This is an optimization exercise on Yosys and OpenROAD, whose aim is small area and a short achievable clock period, not a production implementation.
RTL that was checked went through simulation tests only; none was proved equivalent to the original.
No activity file was given, so power comes from the tool's default toggle rates.

// arctos32_top
module arctos32_top (
    input         clock,
    input         reset,
    output [26:0] imem_addr,
    output        imem_en,
    input  [31:0] imem_rdata,
    output [22:0] dmem_addr,
    output [31:0] dmem_wdata,
    output        dmem_we,
    output        dmem_re,
    input  [31:0] dmem_rdata
);
genvar j;
reg  [31:0] ir;         
reg  [31:0] a, b;       
reg  [26:0] pc;
reg         zf, cf;
wire [2:0] op     = ir[31:29];
wire       is_rr  = (op == 3'd0);
wire       is_imm = (op == 3'd1);
wire       is_li  = (op == 3'd2);
wire       is_mem = (op == 3'd3);
wire       is_br  = (op == 3'd4);
wire       stop   = ir[31] & (ir[30] | ir[29]);    
wire       is_alu = is_rr | is_imm;
wire [3:0] f      = ir[28:25];
always @(posedge clock or negedge reset)
    if (!reset)
        ir[31:24] <= 8'b010_00000;
    else
        ir[31:24] <= {imem_rdata[31:29] | {3{stop}}, imem_rdata[28:24]};
always @(posedge clock)
    ir[23:0] <= imem_rdata[23:0];
wire take = is_br & ((ir[28:27] == 2'd0) | ((ir[28:27] == 2'd1) &  zf) |
                     ((ir[28:27] == 2'd2) & ~zf) | ((ir[28:27] == 2'd3) & cf));
always @(posedge clock or negedge reset)
    if (!reset)
        pc <= 27'd0;
    else if (!stop)
        pc <= take ? ir[26:0] : pc + 27'd1;
wire [2:0] op_nxt = imem_rdata[31:29] | {3{stop}};
reg        en_q, we_q, re_q;
always @(posedge clock or negedge reset)
    if (!reset) begin
        en_q <= 1'b1;
        we_q <= 1'b0;
        re_q <= 1'b0;
    end else begin
        en_q <= ~(op_nxt[2] & (op_nxt[1] | op_nxt[0]));
        we_q <= (op_nxt == 3'd3) &  imem_rdata[28];
        re_q <= (op_nxt == 3'd3) & ~imem_rdata[28];
    end
assign imem_addr = pc;
assign imem_en   = en_q;
wire [31:0] wd, wd_f;    
  ...
Size: roughly 1200 flip-flops, roughly 150 I/O pins.
==> module register_bank, before the edit <==
module register_bank (
    input         clock,
    input         reset,
    input         we,        
    input  [4:0]  wa,
    input  [31:0] wd,
    input         ra_sel,    
    input  [4:0]  ra0,
    input  [4:0]  ra1,
    input  [4:0]  rb,        
    input         rb_off,    
    output [31:0] qa_n,      
    output [31:0] qb_n       
);
reg  [31:1] valid;
wire [31:1] wsel;
wire [31:0] q [0:31];
assign q[0] = 32'd0;
genvar k, j;
generate
    for (k = 1; k < 32; k = k + 1) begin : r
        reg [31:0] d;
        assign wsel[k] = we & (wa == k);
        always @(posedge clock)
            if (wsel[k])
                d <= wd;
        assign q[k] = d;
    end
endgenerate
always @(posedge clock or negedge reset)
    if (!reset)
        valid <= 31'd0;
    else
        valid <= valid | wsel;
wire [31:0] s_a, s_b;        
wire [31:0] s_a2, s_b2;      
wire [4:0]  ra0_n, ra1_n, rb_n;
wire        ra_sel_n;
wire [7:0]  pa0_n, pa1_n, pb_n;      
wire [31:1] rd_ok = valid & ~wsel;
c_inv isel (.Y(ra_sel_n), .A(ra_sel));
generate
    for (k = 0; k < 5; k = k + 1) begin : li
        c_inv ia0 (.Y(ra0_n[k]), .A(ra0[k]));
        c_inv ia1 (.Y(ra1_n[k]), .A(ra1[k]));
        c_inv ib  (.Y(rb_n[k]),  .A(rb[k]));
    end
    for (k = 0; k < 8; k = k + 1) begin : p
        c_nand4 pa0 (.Y(pa0_n[k]), .A(k & 1 ? ra0[0] : ra0_n[0]), .B(k & 2 ? ra0[1] : ra0_n[1]),
                     .C(k & 4 ? ra0[2] : ra0_n[2]), .D(ra_sel_n));
        c_nand4 pa1 (.Y(pa1_n[k]), .A(k & 1 ? ra1[0] : ra1_n[0]), .B(k & 2 ? ra1[1] : ra1_n[1]),
                     .C(k & 4 ? ra1[2] : ra1_n[2]), .D(ra_sel));
        c_nand4b pb (.Y(pb_n[k]),  .A_N(rb_off), .B(k & 1 ? rb[0] : rb_n[0]),
                     .C(k & 2 ? rb[1] : rb_n[1]), .D(k & 4 ? rb[2] : rb_n[2]));
    end
    for (k = 1; k < 32; k = k + 1) begin : s
        wire ha0_n, ha1_n, hb_n;
        c_nand3 ha0 (.Y(ha0_n), .A(rd_ok[k]), .B(k & 8 ? ra0[3] : ra0_n[3]), .C(k & 16 ? ra0[4] : ra0_n[4]));
        c_nand3 ha1 (.Y(ha1_n), .A(rd_ok[k]), .B(k & 8 ? ra1[3] : ra1_n[3]), .C(k & 16 ? ra1[4] : ra1_n[4]));
        c_nand3 hb  (.Y(hb_n),  .A(rd_ok[k]), .B(k & 8 ? rb[3] : rb_n[3]),   .C(k & 16 ? rb[4] : rb_n[4]));
        c_o22ai sa  (.Y(s_a[k]),  .A1(pa0_n[k % 8]), .A2(ha0_n), .B1(pa1_n[k % 8]), .B2(ha1_n));
        c_o22ai sa2 (.Y(s_a2[k]), .A1(pa0_n[k % 8]), .A2(ha0_n), .B1(pa1_n[k % 8]), .B2(ha1_n));
        c_nor2  sb  (.Y(s_b[k]),  .A(pb_n[k % 8]), .B(hb_n));
        c_nor2  sb2 (.Y(s_b2[k]), .A(pb_n[k % 8]), .B(hb_n));
    end
endgenerate
assign s_a[0]  = 1'b0;
assign s_b[0]  = 1'b0;
assign s_a2[0] = 1'b0;
assign s_b2[0] = 1'b0;
generate
    for (j = 0; j < 32; j = j + 1) begin : b
        wire [31:0] sa = j < 16 ? s_a : s_a2;
        wire [31:0] sb = j < 16 ? s_b : s_b2;
        wire [10:0] na, nb;      
        for (k = 0; k < 10; k = k + 1) begin : t
            c_a222oi ua (.Y(na[k]),
                .A1(sa[3*k+1]), .A2(q[3*k+1][j]), .B1(sa[3*k+2]), .B2(q[3*k+2][j]),
                .C1(sa[3*k+3]), .C2(q[3*k+3][j]));
            c_a222oi ub (.Y(nb[k]),
                .A1(sb[3*k+1]), .A2(q[3*k+1][j]), .B1(sb[3*k+2]), .B2(q[3*k+2][j]),
                .C1(sb[3*k+3]), .C2(q[3*k+3][j]));
        end
        c_nand2 la (.Y(na[10]), .A(sa[31]), .B(q[31][j]));
        c_nand2 lb (.Y(nb[10]), .A(sb[31]), .B(q[31][j]));
        wire [2:0] oa, ob;
        c_nand4 a0 (.Y(oa[0]), .A(na[0]), .B(na[1]), .C(na[2]), .D(na[3]));
        c_nand4 a1 (.Y(oa[1]), .A(na[4]), .B(na[5]), .C(na[6]), .D(na[7]));
        c_nand3 a2 (.Y(oa[2]), .A(na[8]), .B(na[9]), .C(na[10]));
        c_nand4 b0 (.Y(ob[0]), .A(nb[0]), .B(nb[1]), .C(nb[2]), .D(nb[3]));
        c_nand4 b1 (.Y(ob[1]), .A(nb[4]), .B(nb[5]), .C(nb[6]), .D(nb[7]));
        c_nand3 b2 (.Y(ob[2]), .A(nb[8]), .B(nb[9]), .C(nb[10]));
        c_nor3  oqa (.Y(qa_n[j]), .A(oa[0]), .B(oa[1]), .C(oa[2]));
        c_nor3  oqb (.Y(qb_n[j]), .A(ob[0]), .B(ob[1]), .C(ob[2]));
    end
endgenerate
endmodule
clock: 25.0 ns
lec_check: 0
cap_margin: 20
core_margin: 2
core_utilization: 50
slew_margin: 20
synth_hierarchical: 1
standard.sh (not shown) runs the stock make flow with config.mk's settings and CLKGATE_MAP_FILE= SYNTH_SCRIPT=/design/flow/synth_recipe.tcl, a recipe that flattens the netlist after the stock synthesis.
==> flow/flow/run.sh <==
#!/bin/bash
# Own flow: the standard layout (standard synthesis included, unchanged)
# with changes that only steer optimisation; the SDC is unchanged:
#  - repair_timing is asked for a setup margin (flow/margin.txt), so the
#    layout is optimised for a shorter period than the 25 ns constraint;
#  - the port buffers are buf_4 (buffer_ports would otherwise pick a slow
#    delay cell);
set -euo pipefail
MARGIN=$(cat flow/margin.txt)
bash standard.sh synth > standard_synth.log 2>&1
bash standard.sh SETUP_SLACK_MARGIN=$MARGIN POST_GLOBAL_ROUTE_TCL=$PWD/flow/post_grt.tcl \
    "BUFFER_PORTS_ARGS=-buffer_cell sky130_fd_sc_hd__buf_4" finish > standard_flow.log 2>&1
==> flow/flow/margin.txt <==
18.5
==> flow/flow/post_grt.tcl <==
# Sourced by ORFS's global_route.tcl (POST_GLOBAL_ROUTE_TCL) after its
# repair_timing: repair max slew and capacitance once more, with a wider
# margin, then legalise and re-route the changed nets incrementally.
puts "post_grt: repair_design after repair_timing"
estimate_parasitics -global_routing
repair_design -slew_margin 35 -cap_margin 35 -verbose
global_route -start_incremental
detailed_placement
global_route -end_incremental
estimate_parasitics -global_routing
report_check_types -max_slew -max_cap -violators
==> next run, changes <==
--- a/flow/design.v
+++ b/flow/design.v
@@ -1332,10 +1332,9 @@
     if (!reset)
         valid <= 31'd0;
     else
         valid <= valid | wsel;
-wire [31:0] s_a, s_b;        
-wire [31:0] s_a2, s_b2;      
+wire [31:0] s_a, s_b;
 wire [4:0]  ra0_n, ra1_n, rb_n;
 wire        ra_sel_n;
 wire [7:0]  pa0_n, pa1_n, pb_n;      
 wire [31:1] rd_ok = valid & ~wsel;
@@ -1358,33 +1357,27 @@
         wire ha0_n, ha1_n, hb_n;
         c_nand3 ha0 (.Y(ha0_n), .A(rd_ok[k]), .B(k & 8 ? ra0[3] : ra0_n[3]), .C(k & 16 ? ra0[4] : ra0_n[4]));
         c_nand3 ha1 (.Y(ha1_n), .A(rd_ok[k]), .B(k & 8 ? ra1[3] : ra1_n[3]), .C(k & 16 ? ra1[4] : ra1_n[4]));
         c_nand3 hb  (.Y(hb_n),  .A(rd_ok[k]), .B(k & 8 ? rb[3] : rb_n[3]),   .C(k & 16 ? rb[4] : rb_n[4]));
-        c_o22ai sa  (.Y(s_a[k]),  .A1(pa0_n[k % 8]), .A2(ha0_n), .B1(pa1_n[k % 8]), .B2(ha1_n));
-        c_o22ai sa2 (.Y(s_a2[k]), .A1(pa0_n[k % 8]), .A2(ha0_n), .B1(pa1_n[k % 8]), .B2(ha1_n));
-        c_nor2  sb  (.Y(s_b[k]),  .A(pb_n[k % 8]), .B(hb_n));
-        c_nor2  sb2 (.Y(s_b2[k]), .A(pb_n[k % 8]), .B(hb_n));
+        c_o22ai sa (.Y(s_a[k]), .A1(pa0_n[k % 8]), .A2(ha0_n), .B1(pa1_n[k % 8]), .B2(ha1_n));
+        c_nor2  sb (.Y(s_b[k]), .A(pb_n[k % 8]), .B(hb_n));
     end
 endgenerate
-assign s_a[0]  = 1'b0;
-assign s_b[0]  = 1'b0;
-assign s_a2[0] = 1'b0;
-assign s_b2[0] = 1'b0;
+assign s_a[0] = 1'b0;
+assign s_b[0] = 1'b0;
 generate
     for (j = 0; j < 32; j = j + 1) begin : b
-        wire [31:0] sa = j < 16 ? s_a : s_a2;
-        wire [31:0] sb = j < 16 ? s_b : s_b2;
         wire [10:0] na, nb;      
         for (k = 0; k < 10; k = k + 1) begin : t
             c_a222oi ua (.Y(na[k]),
-                .A1(sa[3*k+1]), .A2(q[3*k+1][j]), .B1(sa[3*k+2]), .B2(q[3*k+2][j]),
-                .C1(sa[3*k+3]), .C2(q[3*k+3][j]));
+                .A1(s_a[3*k+1]), .A2(q[3*k+1][j]), .B1(s_a[3*k+2]), .B2(q[3*k+2][j]),
+                .C1(s_a[3*k+3]), .C2(q[3*k+3][j]));
             c_a222oi ub (.Y(nb[k]),
-                .A1(sb[3*k+1]), .A2(q[3*k+1][j]), .B1(sb[3*k+2]), .B2(q[3*k+2][j]),
-                .C1(sb[3*k+3]), .C2(q[3*k+3][j]));
+                .A1(s_b[3*k+1]), .A2(q[3*k+1][j]), .B1(s_b[3*k+2]), .B2(q[3*k+2][j]),
+                .C1(s_b[3*k+3]), .C2(q[3*k+3][j]));
         end
-        c_nand2 la (.Y(na[10]), .A(sa[31]), .B(q[31][j]));
-        c_nand2 lb (.Y(nb[10]), .A(sb[31]), .B(q[31][j]));
+        c_nand2 la (.Y(na[10]), .A(s_a[31]), .B(q[31][j]));
+        c_nand2 lb (.Y(nb[10]), .A(s_b[31]), .B(q[31][j]));
         wire [2:0] oa, ob;
         c_nand4 a0 (.Y(oa[0]), .A(na[0]), .B(na[1]), .C(na[2]), .D(na[3]));
         c_nand4 a1 (.Y(oa[1]), .A(na[4]), .B(na[5]), .C(na[6]), .D(na[7]));
         c_nand3 a2 (.Y(oa[2]), .A(na[8]), .B(na[9]), .C(na[10]));
What happened: Sequential share of layout area decreases by 0.35 points. Sequential cell count is unchanged. Wire length increases by 1.7%. Register-to-register slack improved by 130 ps. Non-clock buffer count decreases by 54. Cell area increases by about 0.8%. Sequential power stays flat. Worst hold slack improved by 3.8 ps. Die area decreases by about 0.5%. Clock power increases by about 2%. Count of clock-buffer cells in the layout decreases by 1. Worst setup slack improved by 51 ps. Area after synthesis decreases by about 0.5%.
Function not checked in the second run of this note: the RTL went through the layout flow alone.

==> what the ideal ports hide <==
No port has a modelled driver above. Below, the same layouts with a new extraction and two added sets of constraints. Step 1 (the two cells are an assumption about what drives the block):
set clk [get_ports {clock}]
set_driving_cell -lib_cell sky130_fd_sc_hd__clkbuf_16 $clk
set_driving_cell -lib_cell sky130_fd_sc_hd__buf_2 [delete_from_list [all_inputs] $clk]
Step 2 times the ports against the registers' clock, not the clock port: input delays grow and output delays shrink by t, the midpoint of the rising clock arrivals with the driver on. Three values: ideal ports, drivers, drivers and shift; two values: the first two.
run | t, ns | setup slack, ns | worst data-port slew with drivers (ns) | cell pins on the clock port's net
the first run | 0.851 | 18.253 / 18.101 / 17.250 | 0.37 | 1
the second run | 0.833 | 18.304 / 18.256 / 17.424 | 0.18 | 1
After both steps every run listed still meets setup and hold. For the first run, which loses most, drivers alone change the setup slack by -0.152 ns; drivers and shift together by -1.003 ns.
